Background: an optimization exercise with open tools, aiming at small area. Do not read the settings as production practice. Only simulation tests tie the RTL to the original design; equivalence was not proved.

==> flow/design.v, too long to show whole: its modules and the start of the top module <==
// module therm_to_bin: 30 lines
// module epu: 66 lines
// module lf: 1100 lines
// module fa_cell: 4 lines
// module ha_cell: 4 lines
// module dsdac_mod: 48 lines
// module filter: 41 lines
module filter #(
    parameter ERR_SIZE = 8,
    parameter N_SIZE = 8,
    parameter TDC_SIZE = 255,
    parameter K_INT_SIZE = 8,
    parameter K_FRAC_SIZE = 8,
    parameter ACCUMULATOR_SIZE = 24,
    parameter LF_OUT_SIZE = 16,
    parameter FILTER_OUT_SIZE = 5,
    parameter DOUT_SIZE = 32
)(
    input logic clk_ref,
    input logic n_rst,
    input logic enable,
    input logic [1 : 0] freq_lock_range,
    input logic [N_SIZE - 1: 0] n,
    input logic [TDC_SIZE - 1:0] tdc_therm,
    input logic [7:0] freq,
    input signed [(K_INT_SIZE + K_FRAC_SIZE) - 1:0] kp,
    input signed [(K_INT_SIZE + K_FRAC_SIZE)- 1:0] ki,
    output logic [FILTER_OUT_SIZE - 1 : 0] filter_out,
    output logic [DOUT_SIZE - 1: 0] dout,
    output logic [DOUT_SIZE - 1: 0] dout_neg,
    output logic [LF_OUT_SIZE - 1 : 0] lf_out,
    output logic [ERR_SIZE - 1: 0] therm_to_bin_out,
    output logic freq_locked,
    output logic phase_locked
);
  // ...
==> flow/flow/run.sh <==
#!/bin/bash
# Layout flow: the standard ORFS layout with two changes:
#  - synthesis maps with an area-oriented abc script (flow/synth.tcl);
#  - each port is buffered by the smallest buffer cell (buf_1) instead of the
#    cell buffer_ports picks by default.
set -euo pipefail
work=$(pwd)
export FLOW_WORK=$work
export FLOW_ABC_SCRIPT=$work/flow/abc_area.script
bash standard.sh SYNTH_SCRIPT=$work/flow/synth.tcl \
  BUFFER_PORTS_ARGS="-buffer_cell sky130_fd_sc_hd__buf_1" finish > standard_make.log 2>&1
==> flow/flow/abc_area.script <==
strash
dch -f
map -a
topo
==> flow/flow/synth.tcl <==
# The standard flow's synthesis script (synth_recipe.tcl in the work folder) run unchanged,
# except that the final technology mapping by abc uses an area-oriented abc
# script (flow/abc_area.script) in place of ORFS's delay-oriented one.
proc abc {args} {
  set i [lsearch -exact $args -script]
  if {$i >= 0} { lset args [expr {$i + 1}] $::env(FLOW_ABC_SCRIPT) }
  yosys abc {*}$args
}
source $::env(FLOW_WORK)/synth_recipe.tcl
==> flow/standard.sh <==
#!/bin/bash
# synth_recipe.tcl (not shown) runs the flow's synth.tcl, then flattens the netlist and writes it again
# the make line also repeats each setting of config.mk as NAME=value (left out here)
make -C /OpenROAD-flow-scripts/flow DESIGN_CONFIG=/design/flow/config.mk WORK_HOME=/design/flow/orfs CLKGATE_MAP_FILE= SYNTH_SCRIPT=/design/flow/synth_recipe.tcl "${@:-finish}"
==> flow/config.mk <==
export PLATFORM = sky130hd
export DESIGN_NAME = filter
export DESIGN_NICKNAME = filter
export VERILOG_FILES = /design/flow/design.v
export SDC_FILE = /design/flow/constraint.sdc
export NUM_CORES = 4
export LEC_CHECK = 0
export CAP_MARGIN = 20
export CORE_MARGIN = 2
export CORE_UTILIZATION = 40
export SLEW_MARGIN = 20
export SYNTH_HIERARCHICAL = 1
export SYNTH_MINIMUM_KEEP_SIZE = 0
==> flow/constraint.sdc <==
create_clock -name core_clock -period 500.0 [get_ports {clk_ref}]
set_input_delay 100.0000 -clock core_clock [delete_from_list [all_inputs] [get_ports {clk_ref}]]
set_output_delay 100.0000 -clock core_clock [all_outputs]
set_load 0.01 [all_outputs]
==> results.cfg, run 1 <==
[yosys]
synth_edf_count = 0
synth_common_cells = clkinv_1, nand2_1, fa_1
synthSimpleGateAreaFrac_pct = 14.6
synth_top_cell_area_share_pct = 29.3
synth_top_area_cell = fa_1

[place]
dpl_worst_slack_ns = 293.70

[final_layout]
top_area_cell_class = multi-input combinational cells
n_fill_cell = 3596
layout.nonclk_buf_share_pct = 9.87
multiInputGateArea_sq_um = 11400
fin_util_pct = 47.8

[route]
dr_wl_met3_microns = 2790
wl_met2_microns = 23400

[die]
die_h_microns = 194
die_x_microns = 194

[critical_path]
path_cells = buf_1 > buf_4 > clkinv_1 > nor2_1 > ha_1 > fa_1 > fa_1 > fa_1 > fa_1 > fa_1 > fa_1 > fa_1 > fa_1 > fa_1 > fa_1 > o21a_1 > ha_1 > ha_1 > ha_1 > ha_1 > ha_1 > clkinv_1 > nor2_1 > buf_1
crit_path_end = filter_out[4]
critPathSlowestCell = fa_1
end_kind = primary output
critical_path.startpoint = enable

[global_route]
grt_pass1_wl_microns = 76200
antenna_found_initial = 2

[sta]
setup_viol = 0

[run_status]
status = no timing/DRC/antenna violations

[clock_tree]
cts_root_buf = clkbuf_16
==> module epu, before the edit <==
module epu (
    input  logic         clk_ref,
    input  logic         n_rst,
    input  logic [1:0]   freq_lock_range,
    input  logic [7:0]   n,
    input  logic [254:0] tdc_therm,
    input  logic [7:0]   freq,
    output logic [7:0]   epu_out,
    output logic [7:0]   therm_to_bin_out,
    output logic         freq_locked,
    output logic         phase_locked
);
    logic [7:0] tdc_error;
    therm_to_bin #(.THERM_BITS(255)) THERM_TO_BIN (
        .thermometer_code(tdc_therm), .binary_representation(tdc_error));
    assign therm_to_bin_out = tdc_error;
    logic [8:0] d;
    logic [8:0] bc;
    assign d[0] = freq[0] ^ n[0];
    assign bc[1] = freq[0] | ~n[0];
    genvar gi;
    generate for (gi = 1; gi < 8; gi = gi + 1) begin : g_sub
        fa_cell u (.a(freq[gi]), .b(~n[gi]), .c(bc[gi]), .s(d[gi]), .co(bc[gi+1]));
    end endgenerate
    assign d[8] = ~bc[8];
    logic [1:0] r;
    logic lo_wrap, hi_wrap, d_small_pos, d_small_neg, in_win, slow;
    assign r = freq_lock_range;
    assign lo_wrap = (n[7:2] == 6'd0) & (n[1:0] < r);
    assign hi_wrap = (n[7:2] == 6'h3f) & ({1'b0, n[1:0]} + {1'b0, r} > 3'd3);
    assign d_small_pos = (d[8:2] == 7'd0) & (d[1:0] <= r);
    assign d_small_neg = (d[8:2] == 7'h7f) & ({1'b0, d[1:0]} + {1'b0, r} >= 3'd4);
    assign in_win = ~lo_wrap & ~hi_wrap & (d_small_pos | d_small_neg);
    assign slow = d[8];
    logic small_err;
    assign small_err = ($signed(tdc_error) >= -8'sd10) & ($signed(tdc_error) <= 8'sd10);
    logic locked_q;              
    logic [9:0] fcnt, pcnt;      
    logic fsat, psat, both;
    assign fsat = fcnt[9] & fcnt[8] & fcnt[7] & fcnt[6] & fcnt[5] & fcnt[3];
    assign psat = pcnt[9] & pcnt[8] & pcnt[7] & pcnt[6] & pcnt[5] & pcnt[3];
    assign both = in_win & locked_q;
    logic [10:0] fc, pc;
    logic [9:0] finc, pinc;
    assign fc[0] = ~fsat;
    assign pc[0] = ~psat;
    generate for (gi = 0; gi < 10; gi = gi + 1) begin : g_inc
        ha_cell uf (.a(fcnt[gi]), .b(fc[gi]), .s(finc[gi]), .co(fc[gi+1]));
        ha_cell up (.a(pcnt[gi]), .b(pc[gi]), .s(pinc[gi]), .co(pc[gi+1]));
    end endgenerate
    always_ff @(posedge clk_ref, negedge n_rst) begin
        if (!n_rst) begin
            locked_q <= 1'b0;
            epu_out <= 8'd0;
            fcnt <= 10'd0;
            pcnt <= 10'd0;
        end else begin
            locked_q <= in_win;
            epu_out <= in_win ? tdc_error : {~slow, {7{slow}}};
            fcnt <= both ? finc : 10'd0;
            pcnt <= (both & small_err) ? pinc : 10'd0;
        end
    end
    assign freq_locked = fsat;
    assign phase_locked = psat;
endmodule
==> run 2: changes to the inputs <==
--- a/flow/design.v
+++ b/flow/design.v
@@ -77,27 +77,27 @@
     generate for (gi = 0; gi < 10; gi = gi + 1) begin : g_inc
         ha_cell uf (.a(fcnt[gi]), .b(fc[gi]), .s(finc[gi]), .co(fc[gi+1]));
         ha_cell up (.a(pcnt[gi]), .b(pc[gi]), .s(pinc[gi]), .co(pc[gi+1]));
     end endgenerate
     always_ff @(posedge clk_ref, negedge n_rst) begin
         if (!n_rst) begin
             locked_q <= 1'b0;
             epu_out <= 8'd0;
-            fcnt <= 10'd0;
-            pcnt <= 10'd0;
         end else begin
             locked_q <= in_win;
             epu_out <= in_win ? tdc_error : {~slow, {7{slow}}};
-            fcnt <= both ? finc : 10'd0;
-            pcnt <= (both & small_err) ? pinc : 10'd0;
         end
     end
-    assign freq_locked = fsat;
-    assign phase_locked = psat;
+    always_ff @(posedge clk_ref) begin
+        fcnt <= both ? finc : 10'd0;
+        pcnt <= (both & small_err) ? pinc : 10'd0;
+    end
+    assign freq_locked = fsat & locked_q;
+    assign phase_locked = psat & locked_q;
 endmodule
 module lf (
     input  logic        clk_ref,
     input  logic        n_rst,
     input  logic        enable,
     input  logic [7:0]  lf_in,
     input  logic [15:0] Kp,
     input  logic [15:0] Ki,
@@ -985,17 +985,25 @@
     assign c261 = bp79 & Ki[1];
     assign c262 = bp80 & c261;
     assign c265 = c262 & s263;
     assign c268 = c265 & s266;
     assign c273 = s269 & s271;
     assign c278 = s274 & s276;
     assign c285 = s281 & s283;
     assign c292 = s288 & s290;
-    assign s611 = 1'b1 ^ bp102 ^ bp126;
+    assign s463 = ~(bp70 ^ bp95);
+    assign c464 = bp70 | bp95;
+    assign s487 = ~(bp96 ^ bp120);
+    assign c488 = bp96 | bp120;
+    assign s531 = ~(bp56 ^ bp73);
+    assign c532 = bp56 | bp73;
+    assign s573 = ~(bp75 ^ bp100);
+    assign c574 = bp75 | bp100;
+    assign s611 = ~(bp102 ^ bp126);
     assign s612 = bp148 ^ bp168 ^ bp186;
     assign s613 = bp202 ^ bp216 ^ bp228;
     assign s614 = c594 ^ c596 ^ c598;
     assign s615 = c600 ^ c602 ^ c604;
     assign s616 = c606 ^ c608 ^ c610;
     assign s617 = s611 ^ s612 ^ s613;
     assign s618 = s614 ^ s615 ^ s616;
     assign s619 = s617 ^ s618;
@@ -1103,29 +1111,27 @@
     fa_cell u_s447 (.a(c420), .b(c422), .c(c424), .s(s447), .co(c448));
     fa_cell u_s449 (.a(c426), .b(c428), .c(c430), .s(s449), .co(c450));
     fa_cell u_s451 (.a(c432), .b(c434), .c(c436), .s(s451), .co(c452));
     fa_cell u_s453 (.a(s437), .b(s439), .c(s441), .s(s453), .co(c454));
     fa_cell u_s455 (.a(s443), .b(s445), .c(s447), .s(s455), .co(c456));
     fa_cell u_s457 (.a(s449), .b(s451), .c(s453), .s(s457), .co(c458));
     ha_cell u_s459 (.a(s455), .b(s457), .s(s459), .co(c460));
     fa_cell u_s461 (.a(bs19), .b(bp36), .c(bp53), .s(s461), .co(c462));
-    fa_cell u_s463 (.a(bp70), .b(1'b1), .c(bp95), .s(s463), .co(c464));
     fa_cell u_s465 (.a(bp119), .b(bp141), .c(bp161), .s(s465), .co(c466));
     fa_cell u_s467 (.a(bp179), .b(bp195), .c(bp209), .s(s467), .co(c468));
     fa_cell u_s469 (.a(bp221), .b(c438), .c(c440), .s(s469), .co(c470));
     fa_cell u_s471 (.a(c442), .b(c444), .c(c446), .s(s471), .co(c472));
     fa_cell u_s473 (.a(c448), .b(c450), .c(c452), .s(s473), .co(c474));
     fa_cell u_s475 (.a(c454), .b(c456), .c(c458), .s(s475), .co(c476));
     fa_cell u_s477 (.a(c460), .b(s461), .c(s463), .s(s477), .co(c478));
     fa_cell u_s479 (.a(s465), .b(s467), .c(s469), .s(s479), .co(c480));
     fa_cell u_s481 (.a(s471), .b(s473), .c(s475), .s(s481), .co(c482));
     fa_cell u_s483 (.a(s477), .b(s479), .c(s481), .s(s483), .co(c484));
     fa_cell u_s485 (.a(bp37), .b(bp54), .c(bp71), .s(s485), .co(c486));
-    fa_cell u_s487 (.a(1'b1), .b(bp96), .c(bp120), .s(s487), .co(c488));
     fa_cell u_s489 (.a(bp142), .b(bp162), .c(bp180), .s(s489), .co(c490));
     fa_cell u_s491 (.a(bp196), .b(bp210), .c(bp222), .s(s491), .co(c492));
     fa_cell u_s493 (.a(c462), .b(c464), .c(c466), .s(s493), .co(c494));
     fa_cell u_s495 (.a(c468), .b(c470), .c(c472), .s(s495), .co(c496));
     fa_cell u_s497 (.a(c474), .b(c476), .c(c478), .s(s497), .co(c498));
     fa_cell u_s499 (.a(c480), .b(c482), .c(c484), .s(s499), .co(c500));
     fa_cell u_s501 (.a(s485), .b(s487), .c(s489), .s(s501), .co(c502));
     fa_cell u_s503 (.a(s491), .b(s493), .c(s495), .s(s503), .co(c504));
@@ -1137,17 +1143,16 @@
     fa_cell u_s515 (.a(bp211), .b(bp223), .c(c486), .s(s515), .co(c516));
     fa_cell u_s517 (.a(c488), .b(c490), .c(c492), .s(s517), .co(c518));
     fa_cell u_s519 (.a(c494), .b(c496), .c(c498), .s(s519), .co(c520));
     fa_cell u_s521 (.a(c500), .b(c502), .c(c504), .s(s521), .co(c522));
     fa_cell u_s523 (.a(c506), .b(c508), .c(s509), .s(s523), .co(c524));
     fa_cell u_s525 (.a(s511), .b(s513), .c(s515), .s(s525), .co(c526));
     fa_cell u_s527 (.a(s517), .b(s519), .c(s521), .s(s527), .co(c528));
     fa_cell u_s529 (.a(s523), .b(s525), .c(s527), .s(s529), .co(c530));
-    fa_cell u_s531 (.a(bp56), .b(bp73), .c(1'b1), .s(s531), .co(c532));
     fa_cell u_s533 (.a(bp98), .b(bp122), .c(bp144), .s(s533), .co(c534));
     fa_cell u_s535 (.a(bp164), .b(bp182), .c(bp198), .s(s535), .co(c536));
     fa_cell u_s537 (.a(bp212), .b(bp224), .c(c510), .s(s537), .co(c538));
     fa_cell u_s539 (.a(c512), .b(c514), .c(c516), .s(s539), .co(c540));
     fa_cell u_s541 (.a(c518), .b(c520), .c(c522), .s(s541), .co(c542));
     fa_cell u_s543 (.a(c524), .b(c526), .c(c528), .s(s543), .co(c544));
     fa_cell u_s545 (.a(c530), .b(s531), .c(s533), .s(s545), .co(c546));
     fa_cell u_s547 (.a(s535), .b(s537), .c(s539), .s(s547), .co(c548));
@@ -1158,17 +1163,16 @@
     fa_cell u_s557 (.a(bp183), .b(bp199), .c(bp213), .s(s557), .co(c558));
     fa_cell u_s559 (.a(bp225), .b(c532), .c(c534), .s(s559), .co(c560));
     fa_cell u_s561 (.a(c536), .b(c538), .c(c540), .s(s561), .co(c562));
     fa_cell u_s563 (.a(c542), .b(c544), .c(c546), .s(s563), .co(c564));
     fa_cell u_s565 (.a(c548), .b(c550), .c(c552), .s(s565), .co(c566));
     fa_cell u_s567 (.a(s553), .b(s555), .c(s557), .s(s567), .co(c568));
     fa_cell u_s569 (.a(s559), .b(s561), .c(s563), .s(s569), .co(c570));
     fa_cell u_s571 (.a(s565), .b(s567), .c(s569), .s(s571), .co(c572));
-    fa_cell u_s573 (.a(bp75), .b(1'b1), .c(bp100), .s(s573), .co(c574));
     fa_cell u_s575 (.a(bp124), .b(bp146), .c(bp166), .s(s575), .co(c576));
     fa_cell u_s577 (.a(bp184), .b(bp200), .c(bp214), .s(s577), .co(c578));
     fa_cell u_s579 (.a(bp226), .b(c554), .c(c556), .s(s579), .co(c580));
     fa_cell u_s581 (.a(c558), .b(c560), .c(c562), .s(s581), .co(c582));
     fa_cell u_s583 (.a(c564), .b(c566), .c(c568), .s(s583), .co(c584));
     fa_cell u_s585 (.a(c570), .b(c572), .c(s573), .s(s585), .co(c586));
     fa_cell u_s587 (.a(s575), .b(s577), .c(s579), .s(s587), .co(c588));
     fa_cell u_s589 (.a(s581), .b(s583), .c(s585), .s(s589), .co(c590));
==> flow/flow/abc_area.script (replaced) <==
&get -n
&st
&dch -f
&nf -a -R 1000
&put
==> run 2 against run 1 <==
  * Still clean on timing, DRC and antenna
  * Setup slack better by 0.084 ns
  * Wire length down 1.9%
  * Via count down 6.4%
  * Sequential share of layout area down 0.39 points
  * Register-to-register slack better by 0.71 ns
  * Final cell count down 8.9%
  * Clock skew up 0.011 ns
  * Non-clock buffer count up 10
  * Synthesized cell count down 14%
  * Largest cell class unchanged
==> results.cfg, run 2 <==
[yosys]
synth_edf_count = 0
syn_avg_cell_area_sq_um = 9.43
synth_most_common_cell = fa_1
synth_common_cells = fa_1, xnor2_1, a22oi_1
synth.area.top_cells = fa_1, xnor2_1, dfrtp_1
synth_top_area_cell = fa_1
ys_types = 43
synth_area_sq_um = 14200
synth-seq-cells = 85
synth_top_cell_area_share_pct = 29.4
yosys_most_used_dff = dfrtp_1
syn_inst = 1502
synth_warnings = 19
async_flop_share_pct = 76.5
ys_seq_area_share_pct = 14.3

[place]
place_hpwl_microns = 38000
gp_congestion = 0.906
portBuffers = 402
dp.cells = 2390

[flow_run]
drv_cap = 0

[sta]
hold_violations = 0
period_needed_ns = 206.17
skew_ns = 0.0177
tns_ns = 0
rsz0062_at_grt = no
finalMaxSlewViolations = 0
worst-slew-pin-transition_ns = 1.02
setup_viol = 0
maxSlewHeadroom_pct = 31.5
fin_crit_sh_pct = 41.2
fmax_mhz = 4.85

[die]
initial_core_util_pct = 40.8
die_area_sq_um = 36900
die_h_microns = 192
fp.coreArea_sq_um = 34700
die_x_microns = 192
rows = 68
ios = 403

[route]
vias = 13500
wl_per_cell_microns = 19.2
ant_nets = 0
drtPass1Iterations = 6
viasPerCell = 5.61
drt-initial-drc-count = 1015
wirelength_microns = 46300
drc = 0

[min_path]
hold_class = reg -> reg
hold_path_depth = 1
hold_start = dsdac_mod0.accum[0]
hold_end = dsdac_mod0.accum[0]

[critical_path]
critical_path_arrival_ns = 106.17
reg2reg_from = epu0.epu_out[1]
reg2reg_setup_slack_ns = 477.25
critical_path_class = in -> out
start_kind = primary input
rr_endpoint = lf0.lf_out[15]
path_cells = clkbuf_2 > buf_4 > and2_0 > ha_1 > fa_1 > fa_1 > fa_1 > fa_1 > fa_1 > fa_1 > fa_1 > fa_1 > fa_1 > fa_1 > o21a_1 > ha_1 > ha_1 > ha_1 > ha_1 > ha_1 > and2_0 > buf_1
critPathSlowestCell = fa_1
cp.required_ns = 400.00
path_common_cell = fa_1
end_kind = primary output
crit_family = adder cells
r2r_cells = 65
cpPeakStageDelay_ns = 0.41
cp_num_buf_inv = 3
path_max_fanout = 41
critical_path.startpoint = enable

[clock_tree]
numCtsBuffers = 9
post_cts_buffers = 0
cts_tree = yes
cts_hold_buf = 0
htree_levels = 3
cts_resized = 0
cts_root_buf = clkbuf_16
cts.sinks = 85
ctsLongestPathBuffers = 2
insertion_delay_ns = 0.36
clkTransAtPathRegs_ns = 0.09

[final_layout]
drive_above_1_share_pct = 2.92
largest_reg_flops = 24
largest-register = lf0.accumulator
area_growth_pct = 18.4
fin_cells = 2407
layout_common_cells = buf_1, fa_1, xnor2_1
reg_top3 = lf0.accumulator x24, lf0.lf_out x16, dsdac_mod0.accum x11
final_net_count = 2513
final_common_cell = buf_1

[run_status]
status = no timing/DRC/antenna violations

[global_route]
grt_pass1_wl_microns = 73800
grt_pass1_vias = 13600
antenna_found_initial = 3
grtUsageTotal_pct = 25.5
globalRouteOverflowTotal = 0
grt_start_max_net_pins = 66
## run 2: cell count changes after synthesis, moves of 50 or more
cell      delta
a22oi_1    +183
clkinv_1   -189
nor2_1     -114
nand2_1     -50
xor2_1     -177
xnor2_1    +188
o22ai_1    -182
## run 2: logic make-up (layout without fill, tap and decap cells)
kind of cell    after synthesis  in the layout  share of synthesized area [%]
compound gates              428            428                           20.2
buf+inv                      82            531                           2.20
other cells                   0              1                              0
simple gates                410            410                           14.3
mux                          16             16                           1.27
fa+ha+maj                   259            259                           33.9
xor+xnor                    222            222                           13.7
flops                        85             85                           14.3
## run 2: how the worst max path moves through the flow
stage / end / slack, ns / depth (start not counted)
6_report: filter_out[4] / 293.83 / 22
5_1_grt: filter_out[4] / 293.56 / 22
4_1_cts: filter_out[4] / 293.75 / 22
3_5_place_dp: filter_out[4] / 293.76 / 22
3_3_place_gp: filter_out[4] / 293.89 / 22
2_1_floorplan: filter_out[4] / 294.69 / 19
## run 2: worst register-to-register path, delay by kind of cell, from the launching register on
kind                       cells  cell delay, ns
adders and majority gates     47           19.37
xor gates and xnor gates       6            0.95
DFF                            1            0.33
AOI/OAI and AO/OA              2            0.24
and+or+nand+nor                8            1.17
buffers and inverters          2            0.56
## run 2: Yosys stat by module, one instance, submodules excluded, a selection
module     flops+latches  area (sq um)  times used
lf                    40          5230           1
epu                   29          1130           1
dsdac_mod             16           910           1
fa_cell                0          20.0         207
ha_cell                0          12.5          38
## run 2: area by class of cell
| class | count | area (sq um) |
|---|---|---|
| fill | 3479 | 17900 |
| multi-input combinational | 1335 | 11800 |
| sequential | 85 | 2030 |
| timing repair buffer | 434 | 1760 |
| tap | 455 | 569 |
| inverter | 81 | 304 |
| clock buffer | 9 | 225 |
| clock inverter | 7 | 63.8 |
| antenna | 1 | 2.50 |
## run 2: metrics by stage
stage / hold WS, ns / utilization (%) / cell area [sq um] / setup slack [ns]
2_1_floorplan: 0.456 / - / 14200 / 294.69
6_report: 0.501 / 48.3 / 16800 / 293.83
3_5_place_dp: 0.488 / 47.5 / 16500 / 293.76
3_3_place_gp: 0.469 / 47.5 / 16500 / 293.89
4_1_cts: 0.509 / 48.3 / 16800 / 293.75
5_1_grt: 0.517 / 48.3 / 16800 / 293.56
## run 2: metal layers
metal | wire length [microns] | global-route usage, % | part of all wire, %
met1 | 19500 | 33.8 | 42
met2 | 22400 | 43.2 | 48
met3 | 3210 | 3.91 | 6.9
met4 | 1200 | 7.40 | 2.6
met5 | 29 | 0 | 0.063
==> module therm_to_bin, before the edit <==
module therm_to_bin #(
    parameter THERM_BITS = 255
)
(
    input  logic [THERM_BITS-1:0] thermometer_code,
    output logic [7:0] binary_representation
);
    logic [255:0] x;
    assign x = {{(256-THERM_BITS){1'b0}}, thermometer_code};
    genvar l, b;
    generate
        for (l = 0; l <= 8; l = l + 1) begin : lv
            logic [(256>>l)-1:0] a;
            logic [7:0] k [0:(256>>l)-1];
            for (b = 0; b < (256>>l); b = b + 1) begin : bk
                if (l == 0) begin : leaf
                    assign a[b] = x[b];
                    assign k[b] = 8'd0;
                end else begin : node
                    assign a[b] = lv[l-1].a[2*b] & lv[l-1].a[2*b+1];
                    assign k[b] = lv[l-1].a[2*b] ? (lv[l-1].k[2*b+1] | (8'd1 << (l-1)))
                                                 : lv[l-1].k[2*b];
                end
            end
        end
    endgenerate
    logic [7:0] cnt;
    assign cnt = lv[8].k[0];
    assign binary_representation = {cnt[7], ~cnt[6:0]};
endmodule
==> module dsdac_mod, before the edit <==
module dsdac_mod (
    input  logic        clk_ref,
    input  logic        n_rst,
    input  logic        enable,
    input  logic [15:0] din,
    output logic [4:0]  mod_out,
    output logic [31:0] dout,
    output logic [31:0] dout_neg
);
    logic [10:0] accum;
    logic [10:0] f;
    logic [11:0] c;
    logic [10:0] s;
    assign f = din[10:0] & {11{enable}};
    assign c[0] = 1'b0;   
    genvar gi;
    generate for (gi = 0; gi < 11; gi = gi + 1) begin : g_add
        if (gi == 0) begin : g_h
            ha_cell u (.a(accum[gi]), .b(f[gi]), .s(s[gi]), .co(c[gi+1]));
        end else begin : g_f
            fa_cell u (.a(accum[gi]), .b(f[gi]), .c(c[gi]), .s(s[gi]), .co(c[gi+1]));
        end
    end endgenerate
    logic [4:0] di;
    logic [5:0] ic;
    logic [4:0] inc;
    assign di = din[15:11];
    assign ic[0] = c[11] & ~(&di);
    generate for (gi = 0; gi < 5; gi = gi + 1) begin : g_inc
        ha_cell u (.a(di[gi]), .b(ic[gi]), .s(inc[gi]), .co(ic[gi+1]));
    end endgenerate
    assign mod_out = inc & {5{enable}};
    logic [4:0] tw_q;    
    always_ff @(posedge clk_ref, negedge n_rst) begin
        if (!n_rst) begin
            accum <= 11'd0;
            tw_q <= 5'd15;
        end else begin
            accum <= s;
            tw_q <= mod_out;
        end
    end
    genvar gj;
    generate for (gj = 0; gj < 32; gj = gj + 1) begin : g_dec
        assign dout[gj] = (tw_q == gj);
    end endgenerate
    assign dout_neg = ~dout;
endmodule
==> run 3: changes to the inputs <==
--- a/flow/design.v
+++ b/flow/design.v
@@ -19,6 +19,7 @@
                 end else begin : node
                     assign a[b] = lv[l-1].a[2*b] & lv[l-1].a[2*b+1];
-                    assign k[b] = lv[l-1].a[2*b] ? (lv[l-1].k[2*b+1] | (8'd1 << (l-1)))
-                                                 : lv[l-1].k[2*b];
+                    assign k[b] = (lv[l-1].k[2*b] & (~{8{lv[l-1].a[2*b]}} | lv[l-1].k[2*b+1])
+                                   & ~(8'd1 << (l-1)))
+                                | (lv[l-1].a[2*b] ? (8'd1 << (l-1)) : 8'd0);
                 end
             end
@@ -1239,19 +1240,28 @@
     end endgenerate
     assign mod_out = inc & {5{enable}};
-    logic [4:0] tw_q;    
+    logic [4:0] tw_x, tw_q;
     always_ff @(posedge clk_ref, negedge n_rst) begin
         if (!n_rst) begin
             accum <= 11'd0;
-            tw_q <= 5'd15;
+            tw_x <= 5'd0;
         end else begin
             accum <= s;
-            tw_q <= mod_out;
+            tw_x <= mod_out ^ 5'd15;
         end
     end
+    assign tw_q = tw_x ^ 5'd15;
+    logic [3:0] lo;
+    logic [7:0] hi;
     genvar gj;
+    generate for (gj = 0; gj < 4; gj = gj + 1) begin : g_lo
+        assign lo[gj] = (tw_q[1:0] == gj);
+    end endgenerate
+    generate for (gj = 0; gj < 8; gj = gj + 1) begin : g_hi
+        assign hi[gj] = (tw_q[4:2] == gj);
+    end endgenerate
     generate for (gj = 0; gj < 32; gj = gj + 1) begin : g_dec
-        assign dout[gj] = (tw_q == gj);
+        assign dout[gj] = lo[gj % 4] & hi[gj / 4];
+        assign dout_neg[gj] = ~(lo[gj % 4] & hi[gj / 4]);
     end endgenerate
-    assign dout_neg = ~dout;
 endmodule
 module filter #(
==> flow/flow/run.sh (replaced) <==
#!/bin/bash
# Layout flow: the standard ORFS layout with these changes:
#  - synthesis maps with an area-oriented abc script (flow/synth.tcl);
#  - each port is buffered by the smallest buffer cell (buf_1) instead of the
#    cell buffer_ports picks by default;
#  - clock tree synthesis uses clkbuf_4 (clkbuf_8 at the root) and inserts
#    no dummy loads.
set -euo pipefail
work=$(pwd)
export FLOW_WORK=$work
export FLOW_ABC_SCRIPT=$work/flow/abc_area.script
bash standard.sh SYNTH_SCRIPT=$work/flow/synth.tcl \
  BUFFER_PORTS_ARGS="-buffer_cell sky130_fd_sc_hd__buf_1" \
  CTS_ARGS="-sink_clustering_enable -repair_clock_nets -dont_use_dummy_load -root_buf sky130_fd_sc_hd__clkbuf_8 -buf_list sky130_fd_sc_hd__clkbuf_4" \
  finish > standard_make.log 2>&1
--- a/flow/config.mk
+++ b/flow/config.mk
@@ -6,8 +6,10 @@
 export NUM_CORES = 4
 export LEC_CHECK = 0
-export CAP_MARGIN = 20
+export CAP_MARGIN = 0
 export CORE_MARGIN = 2
-export CORE_UTILIZATION = 40
-export SLEW_MARGIN = 20
+export CORE_UTILIZATION = 70
+export GPL_TIMING_DRIVEN = 0
+export PLACE_DENSITY = 0.8
+export SLEW_MARGIN = 0
 export SYNTH_HIERARCHICAL = 1
 export SYNTH_MINIMUM_KEEP_SIZE = 0
==> run 3 against run 2 <==
  * The layout now fails its checks (max-capacitance violations, max-slew violations)
  * Wire length grew 20%
  * Clock skew up 0.031 ns
  * Sequential cell count is the same
  * Final cell count is 7.0% lower
  * Final area decreased by 3.6%
  * Highest routed layer unchanged
==> results.cfg, run 3 <==
[route]
wirelength_microns = 55400
drtPass1Iterations = 13
ant_nets = 0
vias = 15600
drc = 0
viasPerCell = 6.97
wl_per_cell_microns = 24.7
drt-initial-drc-count = 2286

[critical_path]
critPathSlowestCell = fa_1
cp.required_ns = 400.00
path_cells = buf_2 > and2_0 > ha_1 > fa_1 > fa_1 > fa_1 > fa_1 > fa_1 > fa_1 > fa_1 > fa_1 > fa_1 > fa_1 > o21a_1 > ha_1 > ha_1 > ha_1 > ha_1 > ha_1 > and2_0 > buf_1
start_kind = primary input
critical_path_class = in -> out
critical_path_arrival_ns = 106.37
end_kind = primary output
crit_family = adder cells
cpPeakStageDelay_ns = 0.44
path_max_fanout = 41
path_common_cell = fa_1
cp_num_buf_inv = 2

[yosys]
syn_avg_cell_area_sq_um = 9.07
synth-seq-cells = 85
syn_inst = 1550
synth_warnings = 19
ys_types = 38
yosys_most_used_dff = dfrtp_1
synth_top_area_cell = fa_1
synth.area.top_cells = fa_1, xnor2_1, dfrtp_1
synth_top_cell_area_share_pct = 29.6
synth_common_cells = nand2_1, fa_1, xnor2_1
synth_most_common_cell = nand2_1
synth_area_sq_um = 14100
synth_edf_count = 0
async_flop_share_pct = 76.5
ys_seq_area_share_pct = 14.4

[run_status]
violations = max-capacitance violations, max-slew violations
status = finished with violations

[sta]
hold_violations = 0
tns_ns = 0
rsz0062_at_grt = no
period_needed_ns = 206.37
skew_ns = 0.0487
fmax_mhz = 4.85
finalMaxSlewViolations = 61
worst-slew-pin-transition_ns = 1.56
maxSlewHeadroom_pct = -4.30
fin_crit_sh_pct = 41.3
setup_viol = 0

[clock_tree]
cts.sinks = 85
cts_tree = yes
ctsLongestPathBuffers = 2
post_cts_buffers = 0
numCtsBuffers = 9
clkTransAtPathRegs_ns = 0.06
htree_levels = 3
cts_root_buf = clkbuf_8
cts_resized = 0
insertion_delay_ns = 0.43
cts_hold_buf = 0

[place]
place_hpwl_microns = 44300
gp_congestion = 0.989
portBuffers = 402

[final_layout]
final_common_cell = buf_1
layout_common_cells = buf_1, nand2_1, fa_1
reg_top3 = lf0.accumulator x24, lf0.lf_out x16, dsdac_mod0.accum x11
drive_above_1_share_pct = 1.63
largest-register = lf0.accumulator
final_net_count = 2538
largest_reg_flops = 24
area_growth_pct = 15.0

[global_route]
globalRouteOverflowTotal = 0
grt_pass1_wl_microns = 84800
grt_start_max_net_pins = 42
antenna_found_initial = 10
grt_pass1_vias = 15900
grtUsageTotal_pct = 51.9

[die]
fp.coreArea_sq_um = 19600
initial_core_util_pct = 71.8
rows = 51
die_h_microns = 146
ios = 403
die_area_sq_um = 21200
die_x_microns = 146

[flow_run]
drv_cap = 3

[min_path]
hold_class = reg -> reg
## run 3: changes by cell type in the layout (fill, tap and decap cells not counted), moves of 11 or more
cell / previous run / this run
and3_1: 29 / 13
nand2_1: 166 / 222
o221ai_1: 22 / 1
buf_4: 32 / 7
o21ai_0: 75 / 135
o21a_1: 14 / 2
a21oi_1: 73 / 113
a31oi_1: 13 / 2
## run 3: worst paths after layout
kind                                 start               to  slack (ns)  cells past startpoint
max reg2reg                epu0.epu_out[1]   lf0.lf_out[15]      474.56                     64
min                          lf0.lf_out[6]    lf0.lf_out[6]        0.52                      1
min in group asynchronous            n_rst    lf0.lf_out[0]       99.61                      1
min reg2reg                  lf0.lf_out[6]    lf0.lf_out[6]        0.52                      1
max in group asynchronous            n_rst  epu0.epu_out[0]      399.75                      2
max                                 enable    filter_out[4]      293.63                     21
## run 3: kinds of logic after synthesis
group	synth area share, %
buffers and inverters	2.48
xor gates and xnor gates	13.8
muxes	1.28
and+or+nand+nor	13.6
adders and majority gates	34.1
AOI/OAI and AO/OA	20.3
DFF	14.4
## run 3: routing by layer
metal / vias to the layer above / wire, microns / track usage [%] / share of wire, %
li1: 6340 / - / - / -
met1: 7226 / 17500 / 58.4 / 32
met2: 1495 / 24400 / 81.4 / 44
met3: 547 / 8410 / 22.6 / 15
met4: 6 / 4950 / 32.7 / 8.9
met5: - / 37 / 0 / 0.067
## run 3: layout make-up
class	count	area [sq um]
Multi-Input combinational cell	1373	11700
Sequential cell	85	2030
Timing Repair Buffer	410	1600
Clock buffer	9	124
Inverter	91	342
Antenna cell	5	12.5
Buffer	1	7.51
Fill cell	1133	3420
Tap cell	265	332
## run 3: per-stage QoR
step | instances | util, % | worst slack [ns] | instance area [sq um] | hold slack (ns)
finish | 2239 | 82.5 | 293.63 | 16200 | 0.519
global route | 2235 | 82.5 | 293.46 | 16200 | 0.550
CTS | 2234 | 82.4 | 293.68 | 16100 | 0.516
detailed placement | 2225 | 81.8 | 293.67 | 16000 | 0.503
global placement | 2217 | 81.2 | 293.35 | 15900 | 0.463
floorplan | 1550 | - | 294.69 | 14100 | 0.456
## run 3: Yosys stat by module (local to each module, per instance), excerpt
module | cells inside | area, sq um | copies in the design | flops+latches
ha_cell | 1 | 12.5 | 38 | 0
dsdac_mod | 117 | 846 | 1 | 16
epu | 113 | 1150 | 1 | 29
lf | 611 | 5230 | 1 | 40
fa_cell | 1 | 20.0 | 207 | 0
==> run 4: changes to the inputs <==
==> flow/flow/run.sh (replaced) <==
#!/bin/bash
# Layout flow: the standard ORFS layout with these changes:
#  - synthesis maps with an area-oriented abc script (flow/synth.tcl);
#  - each port is buffered by the smallest buffer cell (buf_1) instead of the
#    cell buffer_ports picks by default;
#  - clock tree synthesis uses clkbuf_8 and inserts
#    no dummy loads.
set -euo pipefail
work=$(pwd)
export FLOW_WORK=$work
export FLOW_ABC_SCRIPT=$work/flow/abc_area.script
bash standard.sh SYNTH_SCRIPT=$work/flow/synth.tcl \
  BUFFER_PORTS_ARGS="-buffer_cell sky130_fd_sc_hd__buf_1" \
  CTS_ARGS="-sink_clustering_enable -repair_clock_nets -dont_use_dummy_load -root_buf sky130_fd_sc_hd__clkbuf_8 -buf_list sky130_fd_sc_hd__clkbuf_8" \
  finish > standard_make.log 2>&1
==> flow/flow/abc_area.script (replaced) <==
&get -n
&st
&dch -f
&nf -a -p -F 8 -A 4 -C 32 -R 1000
&put
--- a/flow/config.mk
+++ b/flow/config.mk
@@ -6,10 +6,9 @@
 export NUM_CORES = 4
 export LEC_CHECK = 0
-export CAP_MARGIN = 0
+export CAP_MARGIN = 10
 export CORE_MARGIN = 2
-export CORE_UTILIZATION = 70
+export CORE_UTILIZATION = 50
 export GPL_TIMING_DRIVEN = 0
-export PLACE_DENSITY = 0.8
-export SLEW_MARGIN = 0
+export SLEW_MARGIN = 10
 export SYNTH_HIERARCHICAL = 1
 export SYNTH_MINIMUM_KEEP_SIZE = 0
==> run 4 against run 3 <==
  * Critical endpoint unchanged
  * Non-clock buffer count is 4 higher
  * The run now finishes clean
  * Critical path type unchanged
  * Synthesized cell count down 1.5%
  * Final area rose by 0.84%
  * Register-to-register slack better by 1.4 ns
  * Sequential cell count is the same
  * Sequential share of layout area shrank 0.10 points
==> results.cfg, run 4 <==
[yosys]
synth_top_cell_area_share_pct = 29.7
ys_types = 40
syn_inst = 1526
synth_top_area_cell = fa_1
yosys_most_used_dff = dfrtp_1
synth_warnings = 19
ys_seq_area_share_pct = 14.5
async_flop_share_pct = 76.5
synth.area.top_cells = fa_1, xnor2_1, dfrtp_1
synth_area_sq_um = 14000
syn_avg_cell_area_sq_um = 9.18
synth_common_cells = nand2_1, fa_1, xnor2_1
synth_most_common_cell = nand2_1
synth-seq-cells = 85
synth_edf_count = 0

[final_layout]
final_common_cell = buf_1
final_net_count = 2518
largest_reg_flops = 24
drive_above_1_share_pct = 2.05
largest-register = lf0.accumulator
layout_common_cells = buf_1, nand2_1, fa_1
final_cell_area_sq_um = 16300
area_growth_pct = 16.4
reg_top3 = lf0.accumulator x24, lf0.lf_out x16, dsdac_mod0.accum x11

[sta]
tns_ns = 0
period_needed_ns = 206.24
maxSlewHeadroom_pct = 17.1
setup_viol = 0
hold_violations = 0
fmax_mhz = 4.85
rsz0062_at_grt = no
fin_crit_sh_pct = 41.2
skew_ns = 0.0325
finalMaxSlewViolations = 0
worst-slew-pin-transition_ns = 1.24

[global_route]
grt_pass1_wl_microns = 69300
grt_pass1_vias = 13000
globalRouteOverflowTotal = 0
grt_start_max_net_pins = 42
grtUsageTotal_pct = 30.3
antenna_found_initial = 0

[place]
gp_congestion = 0.930
portBuffers = 402
place_hpwl_microns = 36200
placed_area_sq_um = 16200

[critical_path]
start_kind = primary input
cp.required_ns = 400.00
cpPeakStageDelay_ns = 0.41
reg2reg_from = epu0.epu_out[1]
rr_endpoint = lf0.lf_out[15]
critical_path_class = in -> out
r2r_cells = 63
path_max_fanout = 41
critPathSlowestCell = fa_1
path_common_cell = fa_1
path_cells = buf_2 > and2_0 > ha_1 > fa_1 > fa_1 > fa_1 > fa_1 > fa_1 > fa_1 > fa_1 > fa_1 > fa_1 > fa_1 > o21a_1 > ha_1 > ha_1 > ha_1 > ha_1 > ha_1 > and2_0 > buf_1
end_kind = primary output
critical_path_arrival_ns = 106.24
reg2reg_setup_slack_ns = 476.01

[clock_tree]
clkTransAtPathRegs_ns = 0.07
cts_tree = yes
ctsLongestPathBuffers = 2
cts.sinks = 85
numCtsBuffers = 9
cts_hold_buf = 0
cts_root_buf = clkbuf_8
post_cts_buffers = 0
cts_resized = 0
insertion_delay_ns = 0.39
htree_levels = 3

[die]
ios = 403
initial_core_util_pct = 50.5
fp.coreArea_sq_um = 27700
die_h_microns = 171
die_area_sq_um = 29400
die_x_microns = 171
rows = 61

[min_path]
hold_end = dsdac_mod0.accum[0]
hold_path_depth = 1
hold_class = reg -> reg
hold_start = dsdac_mod0.accum[0]

[route]
wl_per_cell_microns = 18.8
ant_nets = 0
drtPass1Iterations = 5
drt-initial-drc-count = 870
viasPerCell = 5.74
wirelength_microns = 43900
vias = 13400
drc = 0

[run_status]
status = no timing/DRC/antenna violations

[flow_run]
drv_cap = 0
-- run 4: changes by cell type in the layout (fill, tap and decap cells not counted), sizes merged, moves of 5 or more --
cell and change:
nand4b +19, clkinv -17, xor2 -8, buf +5
nand4 -20, and2 -10, nor2b +20
-- run 4: logic make-up after synthesis --
family	Yosys count	synth area share [%]
AOI/OAI and AO/OA	463	20.4
xor gates and xnor gates	214	13.4
adders and majority gates	259	34.3
buffers and inverters	75	2.04
DFF	85	14.5
muxes	16	1.29
and+or+nand+nor	414	14.2
-- run 4: through the flow --
stage	utilization, %	std cells	setup WS, ns	hold slack (ns)
global route	58.8	2327	293.44	0.522
floorplan	-	1526	294.69	0.456
global placement	57.7	2306	293.17	0.465
detailed placement	58.3	2317	293.65	0.477
finish	58.9	2329	293.76	0.488
CTS	58.8	2326	293.66	0.492
-- run 4: critical path: cells and delay by family --
family,cells,cell delay (ns)
adders and majority gates,16,5.15
buffers and inverters,2,0.52
and+or+nand+nor,2,0.42
AOI/OAI and AO/OA,1,0.12
-- run 4: per-module statistics from Yosys, one instance, submodules excluded, a selection --
module,times used,area (sq um),flip-flops and latches,cells inside
ha_cell,38,12.5,0,1
fa_cell,207,20.0,0,1
epu,1,1150,29,112
dsdac_mod,1,846,16,117
lf,1,5200,40,611
-- run 4: worst max path at each step --
stage / to / startpoint / cells after the start
CTS: filter_out[4] / enable / 21
detailed placement: filter_out[4] / enable / 21
floorplan: filter_out[4] / enable / 19
global placement: filter_out[4] / enable / 21
finish: filter_out[4] / enable / 21
global route: filter_out[4] / enable / 21
-- run 4: layout make-up --
class                   instances  area, sq um
multi-input cells            1366        11700
fillers                      2596        11400
flip-flops and latches         85         2030
repair buffers                414         1670
well taps                     378          473
inverters                      74          278
clock buffers                   9          124
plain buffers                   1         7.51
diodes                          2         5.00
-- run 4: layer usage --
layer	share of wire [%]	global-route usage (%)	wire, microns
met5	0	0	0
met4	2.7	8.51	1200
met3	5.5	3.70	2410
met2	50	52.9	21900
met1	42	39.7	18400
==> run 5: changes to the inputs <==
--- a/flow/config.mk
+++ b/flow/config.mk
@@ -6,9 +6,9 @@
 export NUM_CORES = 4
 export LEC_CHECK = 0
-export CAP_MARGIN = 10
+export CAP_MARGIN = 20
 export CORE_MARGIN = 2
 export CORE_UTILIZATION = 50
 export GPL_TIMING_DRIVEN = 0
-export SLEW_MARGIN = 10
+export SLEW_MARGIN = 20
 export SYNTH_HIERARCHICAL = 1
 export SYNTH_MINIMUM_KEEP_SIZE = 0
==> run 5 against run 4 <==
  * Sequential cell count did not move
  * Synthesized cell count did not move
  * Critical path type unchanged
  * Setup slack better by 0.11 ns
==> results.cfg, run 5 <==
[sta]
skew_ns = 0.0278
finalMaxSlewViolations = 0
tns_ns = 0
worst-slew-pin-transition_ns = 1.15
hold_violations = 0
rsz0062_at_grt = no
period_needed_ns = 206.13
fmax_mhz = 4.85
setup_viol = 0
fin_crit_sh_pct = 41.2
maxSlewHeadroom_pct = 23.6

[yosys]
synth_edf_count = 0
synth.area.top_cells = fa_1, xnor2_1, dfrtp_1
synth_most_common_cell = nand2_1
synth_top_cell_area_share_pct = 29.7
synth-seq-cells = 85
async_flop_share_pct = 76.5
synth_area_sq_um = 14000
synth_common_cells = nand2_1, fa_1, xnor2_1
ys_seq_area_share_pct = 14.5
ys_types = 40
synth_top_area_cell = fa_1
syn_inst = 1526
yosys_most_used_dff = dfrtp_1
synth_warnings = 19
syn_avg_cell_area_sq_um = 9.18

[clock_tree]
cts_resized = 0
cts_tree = yes
clkTransAtPathRegs_ns = 0.07
ctsLongestPathBuffers = 2
htree_levels = 3
cts.sinks = 85
cts_hold_buf = 0
cts_root_buf = clkbuf_8
numCtsBuffers = 9
post_cts_buffers = 0
insertion_delay_ns = 0.38

[critical_path]
critical_path_arrival_ns = 106.13
path_max_fanout = 35
critical_path_class = in -> out
end_kind = primary output
r2r_cells = 63
critical_path.startpoint = enable
reg2reg_from = epu0.epu_out[1]
reg2reg_setup_slack_ns = 476.07
rr_endpoint = lf0.lf_out[15]
cp.required_ns = 400.00
start_kind = primary input

[route]
wirelength_microns = 44000
drt-initial-drc-count = 952
viasPerCell = 5.73
drc = 0
drtPass1Iterations = 8
wl_per_cell_microns = 18.9
ant_nets = 0
vias = 13400

[place]
place_hpwl_microns = 36400
gp_congestion = 0.930
placed_area_sq_um = 16200
portBuffers = 402

[final_layout]
final_common_cell = buf_1
multiInputGateArea_sq_um = 11700
layout_common_cells = buf_1, nand2_1, fa_1
reg_top3 = lf0.accumulator x24, lf0.lf_out x16, dsdac_mod0.accum x11
n_fill_cell = 2644
largest_reg_flops = 24
drive_above_1_share_pct = 2.51
final_cell_area_sq_um = 16400
area_growth_pct = 16.9
final_net_count = 2519
seq_area_sq_um = 2030
largest-register = lf0.accumulator

[global_route]
grt_util_met3_pct = 3.87
grt_start_max_net_pins = 36
globalRouteOverflowTotal = 0
grt_use_met2_pct = 51.8
grtUsageTotal_pct = 30.3
grt_pass1_vias = 12900
grt_pass1_wl_microns = 68900
top_usage_layer = met2
antenna_found_initial = 1
met1_usage_pct = 39.6

[die]
die_x_microns = 171
initial_core_util_pct = 50.5
die_h_microns = 171
fp.coreArea_sq_um = 27700
rows = 61
die_area_sq_um = 29400
ios = 403

[flow_run]
drv_cap = 0

[min_path]
hold_start = dsdac_mod0.accum[0]
hold_path_depth = 1
hold_end = dsdac_mod0.accum[0]
hold_class = reg -> reg

[run_status]
status = no timing/DRC/antenna violations
## run 5: cell counts after synthesis
Identical to the previous run, type by type.
## run 5: worst max-delay path, cell delays in order
cell and delay [ns]:
buf_2 0.16, buf_12 0.18, and2_0 0.16, ha_1 0.18, fa_1 0.39, fa_1 0.40
fa_1 0.40, fa_1 0.40, fa_1 0.40, fa_1 0.39, fa_1 0.40, fa_1 0.40
fa_1 0.40, fa_1 0.39, o21a_1 0.12, ha_1 0.18, ha_1 0.18, ha_1 0.18
ha_1 0.18, ha_1 0.27, and2_0 0.16, buf_1 0.16
## run 5: worst max path at each step
stage                    endpoint  slack (ns)
global placement    filter_out[4]      293.17
floorplan           filter_out[4]      294.69
CTS                 filter_out[4]      293.81
detailed placement  filter_out[4]      293.82
global route        filter_out[4]      293.64
finish              filter_out[4]      293.87
## run 5: cell families after synthesis
| family | after synthesis | share of synthesized area, % |
|---|---|---|
| buf+inv | 75 | 2.04 |
| simple gates | 414 | 14.2 |
| mux | 16 | 1.29 |
| xor+xnor | 214 | 13.4 |
| compound gates | 463 | 20.4 |
| fa+ha+maj | 259 | 34.3 |
| flops | 85 | 14.5 |
## run 5: layout make-up
type | instances | share of cell area, %
well taps | 378 | 2.89
plain buffers | 1 | 0.0459
clock buffers | 9 | 0.757
diodes | 5 | 0.0765
multi-input cells | 1366 | 71.7
inverters | 74 | 1.70
repair buffers | 415 | 10.4
flip-flops and latches | 85 | 12.4
## run 5: per-stage QoR
stage	util (%)	hold WS, ns	cells	worst slack (ns)
global route	59.0	0.512	2329	293.64
finish	59.1	0.481	2333	293.87
global placement	57.7	0.465	2306	293.17
floorplan	-	0.456	1526	294.69
detailed placement	58.6	0.471	2319	293.82
CTS	59.0	0.489	2328	293.81
## run 5: per-layer routing
| layer | vias to the layer above | routed length, microns | part of all wire [%] |
|---|---|---|---|
| met3 | 75 | 2640 | 6.0 |
| li1 | 6297 | - | - |
| met4 | 0 | 1670 | 3.8 |
| met1 | 6464 | 18200 | 41 |
| met2 | 524 | 21500 | 49 |
| met5 | - | 0 | 0 |
## run 5: Yosys stat by module (local to each module, per instance), excerpt
module     cell area (sq um)  flip-flops and latches
dsdac_mod                846                      16
epu                     1150                      29
fa_cell                 20.0                       0
ha_cell                 12.5                       0
lf                      5200                      40
==> run 6: changes to the inputs <==
--- a/flow/config.mk
+++ b/flow/config.mk
@@ -6,9 +6,9 @@
 export NUM_CORES = 4
 export LEC_CHECK = 0
-export CAP_MARGIN = 20
+export CAP_MARGIN = 5
 export CORE_MARGIN = 2
 export CORE_UTILIZATION = 50
 export GPL_TIMING_DRIVEN = 0
-export SLEW_MARGIN = 20
+export SLEW_MARGIN = 5
 export SYNTH_HIERARCHICAL = 1
 export SYNTH_MINIMUM_KEEP_SIZE = 0
==> run 6 against run 5 <==
  * Still clean on timing, DRC and antenna
  * Clock skew up 0.012 ns
  * Wire length up 0.47%
  * Core utilization down 0.41 points
  * Via count hardly changed
  * Setup slack got worse by 0.12 ns
  * Die area is the same
  * Global-route usage grew 0.12 points
  * Synthesized area unchanged
  * Clock-buffer cell count is the same
  * Highest routed layer unchanged
==> results.cfg, run 6 <==
[critical_path]
path_max_fanout = 41
cpPeakStageDelay_ns = 0.41
end_kind = primary output
reg2reg_setup_slack_ns = 475.99
cp_num_buf_inv = 2
critPathSlowestCell = fa_1
path_common_cell = fa_1
crit_family = adder cells
cp.required_ns = 400.00
start_kind = primary input
critical_path_class = in -> out
critical_path_arrival_ns = 106.25
path_cells = buf_2 > and2_0 > ha_1 > fa_1 > fa_1 > fa_1 > fa_1 > fa_1 > fa_1 > fa_1 > fa_1 > fa_1 > fa_1 > o21a_1 > ha_1 > ha_1 > ha_1 > ha_1 > ha_1 > and2_0 > buf_1

[yosys]
synth_edf_count = 0
synth.area.top_cells = fa_1, xnor2_1, dfrtp_1
ys_types = 40
synth_most_common_cell = nand2_1
ys_seq_area_share_pct = 14.5
synth_top_family_by_area = adder cells
syn_inst = 1526
synthSimpleGateAreaFrac_pct = 14.2
syn_avg_cell_area_sq_um = 9.18
async_flop_share_pct = 76.5
synth_top_cell_area_share_pct = 29.7
synth_warnings = 19
synth_xor_xnor_area_share_pct = 13.4
synth_mux_area_share_pct = 1.29
yosys_most_used_dff = dfrtp_1
synth_top_area_cell = fa_1
synth_common_cells = nand2_1, fa_1, xnor2_1
synth_fa_ha_area_share_pct = 34.3
synth_compound_area_share_pct = 20.4
synth-seq-cells = 85
synth_area_sq_um = 14000

[route]
ant_nets = 0
drt-initial-drc-count = 1011
wl_per_cell_microns = 19.0
viasPerCell = 5.75
drc = 0
vias = 13400
drtPass1Iterations = 6
wirelength_microns = 44200

[global_route]
grt_pass1_wl_microns = 69700
grt_pass1_vias = 13100
grt_start_max_net_pins = 42
antenna_found_initial = 0
grtUsageTotal_pct = 30.4
globalRouteOverflowTotal = 0

[clock_tree]
cts_hold_buf = 0
insertion_delay_ns = 0.39
cts_root_buf = clkbuf_8
post_cts_buffers = 0
numCtsBuffers = 9
cts_tree = yes
cts.sinks = 85
cts_resized = 0
clkTransAtPathRegs_ns = 0.07
ctsLongestPathBuffers = 2
htree_levels = 3

[final_layout]
fin_cells = 2326
layout_common_cells = buf_1, nand2_1, fa_1
largest_reg_flops = 24
final_common_cell = buf_1
reg_top3 = lf0.accumulator x24, lf0.lf_out x16, dsdac_mod0.accum x11
largest-register = lf0.accumulator
n_fill_cell = 2602
drive_above_1_share_pct = 1.85
final_net_count = 2514
area_growth_pct = 16.0

[sta]
tns_ns = 0
fin_crit_sh_pct = 41.3
finalMaxSlewViolations = 0
period_needed_ns = 206.25
hold_violations = 0
maxSlewHeadroom_pct = 13.4
skew_ns = 0.0397
setup_viol = 0
worst-slew-pin-transition_ns = 1.30
rsz0062_at_grt = no
fmax_mhz = 4.85

[place]
place_hpwl_microns = 36200
gp_congestion = 0.930
dp.cells = 2314
portBuffers = 402

[run_status]
status = no timing/DRC/antenna violations

[die]
ios = 403
die_h_microns = 171
fp.coreArea_sq_um = 27700
rows = 61
die_x_microns = 171
initial_core_util_pct = 50.5
die_area_sq_um = 29400

[min_path]
hold_class = reg -> reg

[flow_run]
drv_cap = 0
-- run 6: cell counts after synthesis --
No cell type changed its count.
-- run 6: cell type report --
| type | instances | area [sq um] | share of cell area (%) |
|---|---|---|---|
| Multi-Input combinational cell | 1366 | 11700 | 72.1 |
| Tap cell | 378 | 473 | 2.91 |
| Clock buffer | 9 | 124 | 0.762 |
| Buffer | 1 | 7.51 | 0.0462 |
| Antenna cell | 3 | 7.51 | 0.0462 |
| Timing Repair Buffer | 410 | 1610 | 9.93 |
| Sequential cell | 85 | 2030 | 12.5 |
| Inverter | 74 | 278 | 1.71 |
-- run 6: stage by stage --
step	setup slack (ns)	area (sq um)	utilization (%)	hold WS [ns]
5_1_grt	293.46	16200	58.6	0.512
2_1_floorplan	294.69	14000	-	0.456
4_1_cts	293.68	16200	58.6	0.489
3_3_place_gp	293.17	16000	57.7	0.465
3_5_place_dp	293.67	16100	58.2	0.471
6_report	293.75	16300	58.7	0.482
-- run 6: cell families after synthesis --
family          after synthesis
mux                          16
fa+ha+maj                   259
buf+inv                      75
simple gates                414
xor+xnor                    214
compound gates              463
flops                        85
-- run 6: worst reg2reg max path, delay by kind of cell (launching register included) --
kind | cells | cell delay, ns
adders and majority gates | 47 | 19.45
and+or+nand+nor | 6 | 1.80
xor gates and xnor gates | 7 | 1.15
DFF | 1 | 1.01
AOI/OAI and AO/OA | 3 | 0.46
-- run 6: final timing paths --
path	cells past startpoint	to	from
min in group asynchronous	1	lf0.lf_out[8]	n_rst
min reg2reg	1	dsdac_mod0.accum[0]	dsdac_mod0.accum[0]
max reg2reg	63	lf0.lf_out[15]	epu0.epu_out[1]
min	1	dsdac_mod0.accum[0]	dsdac_mod0.accum[0]
max	21	filter_out[4]	enable
max in group asynchronous	2	lf0.accumulator[5]	n_rst
-- run 6: routing by layer --
metal	wire, microns	up-vias	GRT usage [%]
met5	0	-	0
met4	1120	0	8.44
met3	2440	55	2.88
met2	22000	521	53.3
met1	18600	6515	40.3
li1	-	6282	-
-- run 6: modules after synthesis, one instance, submodules excluded, excerpt --
module / cells inside / flip-flops and latches / copies in the design / cell area (sq um)
epu: 112 / 29 / 1 / 1150
lf: 611 / 40 / 1 / 5200
ha_cell: 1 / 0 / 38 / 12.5
dsdac_mod: 117 / 16 / 1 / 846
fa_cell: 1 / 0 / 207 / 20.0

static timing again, ports no longer ideal:
The flow's constraints put no driver on any port. The routed layouts listed below were extracted and timed again, unchanged, in two steps.
Step 1 assumes that a clkbuf_16 drives the clock port and a buf_2 every other input.
Step 2 adds t to the input delays and takes it off the output delays; t is the mean of the earliest and latest rising clock arrival at the registers after step 1. Input paths then give back, and output paths get back, about the clock's delay inside the block.
a / b / c = ideal / step 1 / step 2; a / b = the first two.
| run | shift t [ns] | setup slack, ns | worst slew at a driven data input, ns |
|---|---|---|---|
| run 1 | 0.397 | 293.747 / 293.724 / 293.724 | 0.09 |
| run 2 | 0.402 | 293.831 / 293.807 / 293.807 | 0.09 |
| run 3 | 0.452 | 293.627 / 293.608 / 293.608 | 0.17 |
| run 4 | 0.416 | 293.761 / 293.743 / 293.743 | 0.13 |
| run 5 | 0.411 | 293.870 / 293.851 / 293.851 | 0.13 |
| run 6 | 0.414 | 293.749 / 293.731 / 293.731 | 0.11 |
For run 2, which loses most, drivers alone change the setup slack by -0.024 ns; drivers and shift together by -0.024 ns.
